What follows belongs to an exercise in optimizing a design on an open flow for small area and a short achievable clock period; a production flow would make more cautious choices.
At most, simulation tests tie the RTL to the original design; equivalence was not proved.

Setup of R:
==> flow/design.v (excerpt) <==
module DCT #(parameter horizontal = 1) (
  input wire CLK, input wire RST, input wire i_stb,
  input wire [7:0] i_D0, i_D1, i_D2, i_D3, i_D4, i_D5, i_D6, i_D7,
  output wire o_stb,
  output wire signed [15:0] o_D0, o_D1, o_D2, o_D3, o_D4, o_D5, o_D6, o_D7
);
  wire s_1;
  wire c_2;
  wire s_3;
  wire c_4;
  wire s_5;
  wire c_6;
  wire s_7;
  wire c_8;
  wire s_9;
  wire c_10;
  wire s_11;
  wire c_12;
  wire s_13;
  wire c_14;
  wire s_15;
  wire c_16;
  wire w_17;
  wire w_18;
  wire w_19;
  wire w_20;
  wire w_21;
  wire w_22;
  wire w_23;
  wire w_24;
  wire w_25;
  wire w_26;
  wire w_27;
  wire w_28;
  wire w_29;
  wire w_30;
  wire w_31;
  wire w_32;
  wire w_33;
  wire w_34;
  wire w_35;
  wire w_36;
  wire w_37;
  wire w_38;
  wire w_39;
  wire w_40;
  wire w_41;
  wire w_42;
  wire w_43;
  wire w_44;
  wire w_45;
  wire w_46;
  wire w_47;
  wire w_48;
  wire w_49;
  wire w_50;
  wire w_51;
  wire w_52;
  wire n_53;
  wire n_54;
  wire n_55;
  wire n_56;
  wire n_57;
  wire n_58;
  wire n_59;
  wire n_60;
  wire s_61;
  wire c_62;
  wire s_63;
  wire c_64;
  wire s_65;
  wire c_66;
  wire s_67;
  wire c_68;
  wire s_69;
  wire c_70;
  wire s_71;
  wire c_72;
  wire s_73;
  wire c_74;
  wire s_75;
  wire c_76;
  wire w_77;
  wire w_78;
  wire w_79;
  wire w_80;
  wire w_81;
  wire w_82;
  wire w_83;
  wire w_84;
  wire w_85;
  wire w_86;
  wire w_87;
  wire w_88;
  wire w_89;
  wire w_90;
  wire w_91;
  wire w_92;
  wire w_93;
  wire w_94;
  wire w_95;
  wire w_96;
  wire w_97;
  wire w_98;
  wire w_99;
  wire w_100;
  wire w_101;
  wire w_102;
  wire w_103;
  wire w_104;
  wire w_105;
  wire w_106;
  wire w_107;
  ...
For scale: ~2800 cells after synthesis, ~590 flip-flops, ~0.035 mm^2 of cells after synthesis.
export LEC_CHECK = 0
export ABC_CLOCK_PERIOD_IN_PS = 3000
export CAP_MARGIN = 20
export CORE_MARGIN = 2
export CORE_UTILIZATION = 40
export PLACE_DENSITY = 0.6
export SETUP_SLACK_MARGIN = 5
export SLEW_MARGIN = 20
export SYNTH_HIERARCHICAL = 1
export SYNTH_MINIMUM_KEEP_SIZE = 0
create_clock -name core_clock -period 8.0 [get_ports {CLK}]
standard.sh (not shown) runs the stock make flow with config.mk's settings and CLKGATE_MAP_FILE= SYNTH_SCRIPT=/design/flow/synth_recipe.tcl, a recipe that flattens the netlist after the stock synthesis.
==> flow/flow/run.sh <==
#!/bin/bash
# Own layout flow: the standard layout (standard.sh, standard synthesis unchanged),
# with a tighter setup-repair target and plain buffers on the ports.
# Knobs are set in flow/knobs.txt (one make assignment per line).
set -euo pipefail
here=$(pwd)
python3 - "$here" <<'PY'
import sys, shlex
here = sys.argv[1]
s = open(here + '/standard.sh').read()
knobs = [l.strip() for l in open(here + '/flow/knobs.txt') if l.strip() and not l.startswith('#')]
extra = ' '.join(shlex.quote(k) for k in knobs)
s = s.replace('"${@:-finish}"', extra + ' "${@:-finish}"')
open(here + '/standard_own.sh', 'w').write(s)
PY
bash standard_own.sh > "$here/flow_make.log" 2>&1
==> flow/flow/knobs.txt <==
SETUP_SLACK_MARGIN=5.0
BUFFER_PORTS_ARGS=-buffer_cell sky130_fd_sc_hd__buf_2
Input changes introduced in Q (baseline for comparison: R):
==> flow/run.sh (new file) <==
#!/bin/bash
# synth_recipe.tcl (not shown) runs the flow's synth.tcl, then flattens the netlist and writes it again
# the make line also repeats each setting of config.mk as NAME=value (left out here)
make -C /OpenROAD-flow-scripts/flow DESIGN_CONFIG=/design/flow/config.mk WORK_HOME=/design/flow/orfs CLKGATE_MAP_FILE= SYNTH_SCRIPT=/design/flow/synth_recipe.tcl finish
removed: flow/flow/run.sh
removed: flow/flow/knobs.txt
removed: flow/standard.sh
Between Q and R, routed wire length is lower for R, Q comes in above that.
Of the two values seen for origin of the worst setup path, r1_1054$_DFF_P_ was produced by Q and r1_977$_DFF_P_ by R.
On worst-case register-to-register setup slack, Q and R are neck and neck.
Q ends up with a worst-case setup slack after placement that is 0.49 ns lower than in R.
Of Q and R, Q shows the higher global-route wire length before repair, with R below it.
Function was not checked in any run of this note: the RTL went through the layout flow alone.

* * *

DCT, a different RTL version from the one above (not shown whole).
Size: ~2,900 cells after synthesis, about 530 flip-flops, roughly 200 I/O pins, ~0.035 sq mm of cells after synthesis.
make LEC_CHECK=0 ABC_CLOCK_PERIOD_IN_PS=3000 CAP_MARGIN=20 CORE_MARGIN=2 CORE_UTILIZATION=55 PLACE_DENSITY=0.75 SETUP_SLACK_MARGIN=5 SLEW_MARGIN=20 SYNTH_HIERARCHICAL=1 SYNTH_MINIMUM_KEEP_SIZE=0 finish   # period 8.0 ns
run.sh (not shown) runs the stock make flow with config.mk's settings and CLKGATE_MAP_FILE= SYNTH_SCRIPT=/design/flow/synth_recipe.tcl, a recipe that flattens the netlist after the stock synthesis.
Stock flow here: none of the scripts above is used.
The starting point completed with no timing, DRC or antenna violations.
Next try:
==> flow/flow/run.sh (new file) <==
#!/bin/bash
# Own layout flow: the standard layout (standard.sh, standard synthesis unchanged),
# with a tighter setup-repair target and plain buffers on the ports.
# Knobs are set in flow/knobs.txt (one make assignment per line).
set -euo pipefail
here=$(pwd)
python3 - "$here" <<'PY'
import sys, shlex
here = sys.argv[1]
s = open(here + '/standard.sh').read()
knobs = [l.strip() for l in open(here + '/flow/knobs.txt') if l.strip() and not l.startswith('#')]
extra = ' '.join(shlex.quote(k) for k in knobs)
s = s.replace('"${@:-finish}"', extra + ' "${@:-finish}"')
open(here + '/standard_own.sh', 'w').write(s)
PY
bash standard_own.sh > "$here/flow_make.log" 2>&1
==> flow/flow/knobs.txt (new file) <==
SETUP_SLACK_MARGIN=5.3
BUFFER_PORTS_ARGS=-buffer_cell sky130_fd_sc_hd__buf_2
==> flow/standard.sh (new file) <==
#!/bin/bash
# synth_recipe.tcl (not shown) runs the flow's synth.tcl, then flattens the netlist and writes it again
# the make line also repeats each setting of config.mk as NAME=value (left out here)
make -C /OpenROAD-flow-scripts/flow DESIGN_CONFIG=/design/flow/config.mk WORK_HOME=/design/flow/orfs CLKGATE_MAP_FILE= SYNTH_SCRIPT=/design/flow/synth_recipe.tcl "${@:-finish}"
--- a/flow/config.mk
+++ b/flow/config.mk
@@ -11,2 +11,2 @@
-export CORE_UTILIZATION = 55
-export PLACE_DENSITY = 0.75
+export CORE_UTILIZATION = 40
+export PLACE_DENSITY = 0.6
removed: flow/run.sh
- flip-flop and latch count stays the same
- first-iteration DRC count drops by 18%
- global-route usage came out lower by 7.8 points
- final cell count came out higher by 8.9%
- wire length decreases by 1.7%
- maximum frequency rises by 1.9%
- sequential share of layout area fell by 0.50 points
- final area rose by 3.6%
- synthesized cell count is unchanged
- worst setup slack gains 0.059 ns
Next try:
==> flow/run.sh (new file) <==
#!/bin/bash
# synth_recipe.tcl (not shown) runs the flow's synth.tcl, then flattens the netlist and writes it again
# the make line also repeats each setting of config.mk as NAME=value (left out here)
make -C /OpenROAD-flow-scripts/flow DESIGN_CONFIG=/design/flow/config.mk WORK_HOME=/design/flow/orfs CLKGATE_MAP_FILE= SYNTH_SCRIPT=/design/flow/synth_recipe.tcl finish
removed: flow/flow/run.sh
removed: flow/flow/knobs.txt
removed: flow/standard.sh
Setup slack loses 0.024 ns.
Synthesized cell count does not change.
Flip-flop and latch count stays the same.
Routed wire length drops by a few percent.
Hold slack stays flat.
First-iteration DRC count drops by a few percent.
Non-clock buffer count drops by 75.
Design area drops by a few percent.
Maximum frequency drops slightly.
Synthesized area is unchanged.

* * *

== red ==
Another version of the RTL of DCT (not shown whole).
Size in the first run: ~200 I/O pins, about 33000 sq um of cells after synthesis.
// DCT
module DCT #(parameter horizontal = 1) (
  input wire CLK, input wire RST, input wire i_stb,
  input wire [7:0] i_D0, i_D1, i_D2, i_D3, i_D4, i_D5, i_D6, i_D7,
  output wire o_stb,
  output wire signed [15:0] o_D0, o_D1, o_D2, o_D3, o_D4, o_D5, o_D6, o_D7
);
==> flow/config.mk <==
export PLATFORM = sky130hd
export DESIGN_NAME = DCT
export DESIGN_NICKNAME = DCT
export VERILOG_FILES = /design/flow/design.v
export SDC_FILE = /design/flow/constraint.sdc
export NUM_CORES = 4
export LEC_CHECK = 0
export ABC_CLOCK_PERIOD_IN_PS = 3500
export CAP_MARGIN = 20
export CORE_MARGIN = 2
export CORE_UTILIZATION = 40
export PLACE_DENSITY = 0.6
export SETUP_SLACK_MARGIN = 4.5
export SLEW_MARGIN = 20
export SYNTH_HIERARCHICAL = 1
export SYNTH_MINIMUM_KEEP_SIZE = 0
==> flow/constraint.sdc <==
create_clock -name core_clock -period 8.0 [get_ports {CLK}]
set_input_delay 1.6000 -clock core_clock [delete_from_list [all_inputs] [get_ports {CLK}]]
set_output_delay 1.6000 -clock core_clock [all_outputs]
set_load 0.01 [all_outputs]
Stock flow here: none of the scripts above is used.
Input-level comparison between blue and red:
Settings: SETUP_SLACK_MARGIN removed (was 4.5); ABC_CLOCK_PERIOD_IN_PS removed (was 3500).
Notes after the runs:
Shortest period the worst path allows: lower on red
Going from red to blue, wire length down about 4%, number of global-route vias before repair down about 1.5%, share of cell area taken by multi-input logic gates up 1.0 points, top achievable clock speed down 28 MHz.
No run of this note included a check of the RTL's function; only the layout flow was run.

* * *

== run 1 ==
Another version of the RTL of DCT (not shown whole).
Size: about 2900 cells after synthesis, ~200 I/O pins, ~0.035 sq mm of cells after synthesis.
clock: 8.0 ns
lec_check: 0
abc_clock_period_in_ps: 3000
cap_margin: 20
core_margin: 2
core_utilization: 40
cts_cluster_diameter: 90
cts_cluster_size: 24
place_density: 0.6
setup_slack_margin: 5
slew_margin: 20
synth_hierarchical: 1
synth_minimum_keep_size: 0
standard.sh (not shown) runs the stock make flow with config.mk's settings and CLKGATE_MAP_FILE= SYNTH_SCRIPT=/design/flow/synth_recipe.tcl, a recipe that flattens the netlist after the stock synthesis.
==> flow/flow/run.sh <==
#!/bin/bash
# Own layout flow: the standard layout (standard.sh, standard synthesis unchanged),
# with a tighter setup-repair target and plain buffers on the ports.
# Knobs are set in flow/knobs.txt (one make assignment per line).
set -euo pipefail
here=$(pwd)
python3 - "$here" <<'PY'
import sys, shlex
here = sys.argv[1]
s = open(here + '/standard.sh').read()
knobs = [l.strip() for l in open(here + '/flow/knobs.txt') if l.strip() and not l.startswith('#')]
extra = ' '.join(shlex.quote(k) for k in knobs)
s = s.replace('"${@:-finish}"', extra + ' "${@:-finish}"')
open(here + '/standard_own.sh', 'w').write(s)
PY
bash standard_own.sh > "$here/flow_make.log" 2>&1
==> flow/flow/knobs.txt <==
SETUP_SLACK_MARGIN=5.3
BUFFER_PORTS_ARGS=-buffer_cell sky130_fd_sc_hd__buf_1
### run 1 -> run 2
# run 1
export LEC_CHECK = 0
export ABC_CLOCK_PERIOD_IN_PS = 3000
export CAP_MARGIN = 20
export CORE_MARGIN = 2
export CORE_UTILIZATION = 40
export CTS_CLUSTER_DIAMETER = 90
export CTS_CLUSTER_SIZE = 24
export PLACE_DENSITY = 0.6
export SETUP_SLACK_MARGIN = 5
export SLEW_MARGIN = 20
export SYNTH_HIERARCHICAL = 1
export SYNTH_MINIMUM_KEEP_SIZE = 0
create_clock -name core_clock -period 8.0 [get_ports {CLK}]
# run 2
export LEC_CHECK = 0
export ABC_CLOCK_PERIOD_IN_PS = 3000
export CAP_MARGIN = 20
export CORE_MARGIN = 2
export CORE_UTILIZATION = 60
export CTS_CLUSTER_DIAMETER = 90
export CTS_CLUSTER_SIZE = 24
export PLACE_DENSITY = 0.72
export SETUP_SLACK_MARGIN = 5
export SLEW_MARGIN = 20
export SYNTH_HIERARCHICAL = 1
export SYNTH_MINIMUM_KEEP_SIZE = 0
create_clock -name core_clock -period 8.0 [get_ports {CLK}]
==> run notes <==
Of run 2 and run 1, run 1 shows the higher number of buffers created by CTS, with run 2 below it.
Hold slack across run 2 and run 1: no real change.
Highest metal layer with signal wires: met4 -> run 2, met5 -> run 1
Going from run 1 to run 2, mean number of vias per cell climbed about 15%, filler-free cell count of the finished design lost 10%, number of input and output port buffers inserted ~0 delta.
Highest attainable clock frequency of run 1 is on par with run 2.
Overall die area (run 2 over run 1): decrease, 33%
A end of the critical path of o_D7[13] is what run 2 shows, while o_D2[12] belongs to run 1.
Input changes introduced in run 3 (baseline for comparison: run 2):
# run 2
export LEC_CHECK = 0
export ABC_CLOCK_PERIOD_IN_PS = 3000
export CAP_MARGIN = 20
export CORE_MARGIN = 2
export CORE_UTILIZATION = 60
export CTS_CLUSTER_DIAMETER = 90
export CTS_CLUSTER_SIZE = 24
export PLACE_DENSITY = 0.72
export SETUP_SLACK_MARGIN = 5
export SLEW_MARGIN = 20
export SYNTH_HIERARCHICAL = 1
export SYNTH_MINIMUM_KEEP_SIZE = 0
create_clock -name core_clock -period 8.0 [get_ports {CLK}]
# run 3
export LEC_CHECK = 0
export ABC_CLOCK_PERIOD_IN_PS = 3000
export CAP_MARGIN = 5
export CORE_MARGIN = 2
export CORE_UTILIZATION = 40
export CTS_CLUSTER_DIAMETER = 90
export CTS_CLUSTER_SIZE = 24
export PLACE_DENSITY = 0.6
export SETUP_SLACK_MARGIN = 5
export SLEW_MARGIN = 5
export SYNTH_HIERARCHICAL = 1
export SYNTH_MINIMUM_KEEP_SIZE = 0
create_clock -name core_clock -period 8.0 [get_ports {CLK}]
-- flow/flow/knobs.txt --
<<< run 2, line 1
SETUP_SLACK_MARGIN=5.3
>>> run 3, line 1
SETUP_SLACK_MARGIN=5.25
==> comparison <==
Comparing post-cts gate resize count for run 2 and run 3, the smaller number came from run 3.
Final cell area: run 3 below run 2
More vias were needed by run 2 than by run 3.
Diff run 2 -> run 3 | floorplan die height | increase of 55 um
Utilization run 2 -> run 3: down
Run 3 vs run 2: area added between synthesis and finish down in run 3
### run 3 -> run 4
# run 3
export LEC_CHECK = 0
export ABC_CLOCK_PERIOD_IN_PS = 3000
export CAP_MARGIN = 5
export CORE_MARGIN = 2
export CORE_UTILIZATION = 40
export CTS_CLUSTER_DIAMETER = 90
export CTS_CLUSTER_SIZE = 24
export PLACE_DENSITY = 0.6
export SETUP_SLACK_MARGIN = 5
export SLEW_MARGIN = 5
export SYNTH_HIERARCHICAL = 1
export SYNTH_MINIMUM_KEEP_SIZE = 0
create_clock -name core_clock -period 8.0 [get_ports {CLK}]
# run 4
export LEC_CHECK = 0
export ABC_CLOCK_PERIOD_IN_PS = 3000
export CAP_MARGIN = 20
export CORE_MARGIN = 2
export CORE_UTILIZATION = 45
export CTS_CLUSTER_DIAMETER = 90
export CTS_CLUSTER_SIZE = 24
export PLACE_DENSITY = 0.7
export SETUP_SLACK_MARGIN = 5
export SLEW_MARGIN = 20
export SYNTH_HIERARCHICAL = 1
export SYNTH_MINIMUM_KEEP_SIZE = 0
create_clock -name core_clock -period 8.0 [get_ports {CLK}]
Findings:
- Share of the clock period used by the worst path: higher on run 4
- Per the comparison of run 4 with run 3, layout-stage area growth over the synthesis result decreased by 0.55 points relative to the old numbers, post-route non-filler standard cell count now sits lower, share of layout cells above drive strength 1 went up 1.9 points, clock latency on the worst-skew pair higher.
- Of the two values seen for capture point of the critical path, o_D2[12] was produced by run 4 and r3_2800 by run 3.
- Post-layout minimum cycle time is lower on run 3

static timing again, ports no longer ideal:
Ports are ideal in the flow. The routed layouts listed here were re-timed in OpenROAD. Step 1 (the two cells are an assumption about what drives the block):
set clk [get_ports {CLK}]
set_driving_cell -lib_cell sky130_fd_sc_hd__clkbuf_16 $clk
set_driving_cell -lib_cell sky130_fd_sc_hd__buf_2 [delete_from_list [all_inputs] $clk]
Step 2 moves the port delays by t, midway between the first and last clock arrival at a register: inputs arrive t later, outputs are due t later. That takes back most of the time a late clock gives input paths. a / b / c = ideal / step 1 / step 2; a / b = the first two.
run | t (ns) | setup WS [ns] | hold WS [ns] | worst data-port slew with drivers (ns) | pins driven straight from the clock port
R | 0.683 | 4.916 / 4.916 / 4.481 | 0.323 / 0.323 / 0.323 | 0.06 | 1
Q | 0.676 | 4.928 / 4.928 / 4.448 | 0.324 / 0.324 / 0.324 | 0.06 | 1
the first run of note 2 | 0.682 | 4.845 / 4.845 / 4.372 | 0.324 / 0.324 / 0.324 | 0.08 | 1
the second run of note 2 | 0.700 | 4.904 / 4.904 / 4.611 | 0.325 / 0.325 / 0.325 | 0.10 | 1
the third run of note 2 | 0.696 | 4.879 / 4.879 / 4.386 | 0.324 / 0.324 / 0.324 | 0.08 | 1
red | 0.689 | 2.955 / 2.955 / 2.955 | 0.320 / 0.320 / 0.320 | 0.06 | 1
blue | 0.679 | 2.112 / 2.112 / 2.112 | 0.322 / 0.322 / 0.322 | 0.06 | 1
run 1 | 0.645 | 5.297 / 5.235 / 4.761 | 0.327 / 0.327 / 0.327 | 0.10 | 1
run 2 | 0.668 | 5.291 / 5.230 / 4.780 | 0.329 / 0.329 / 0.329 | 0.07 | 1
run 3 | 0.649 | 5.292 / 5.238 / 4.892 | 0.329 / 0.329 / 0.329 | 0.09 | 1
run 4 | 0.674 | 5.270 / 5.209 / 4.902 | 0.329 / 0.329 / 0.329 | 0.11 | 1
After both steps setup and hold are still met in every run listed. For run 1, which loses most, drivers alone change the setup slack by -0.062 ns; drivers and shift together by -0.536 ns.
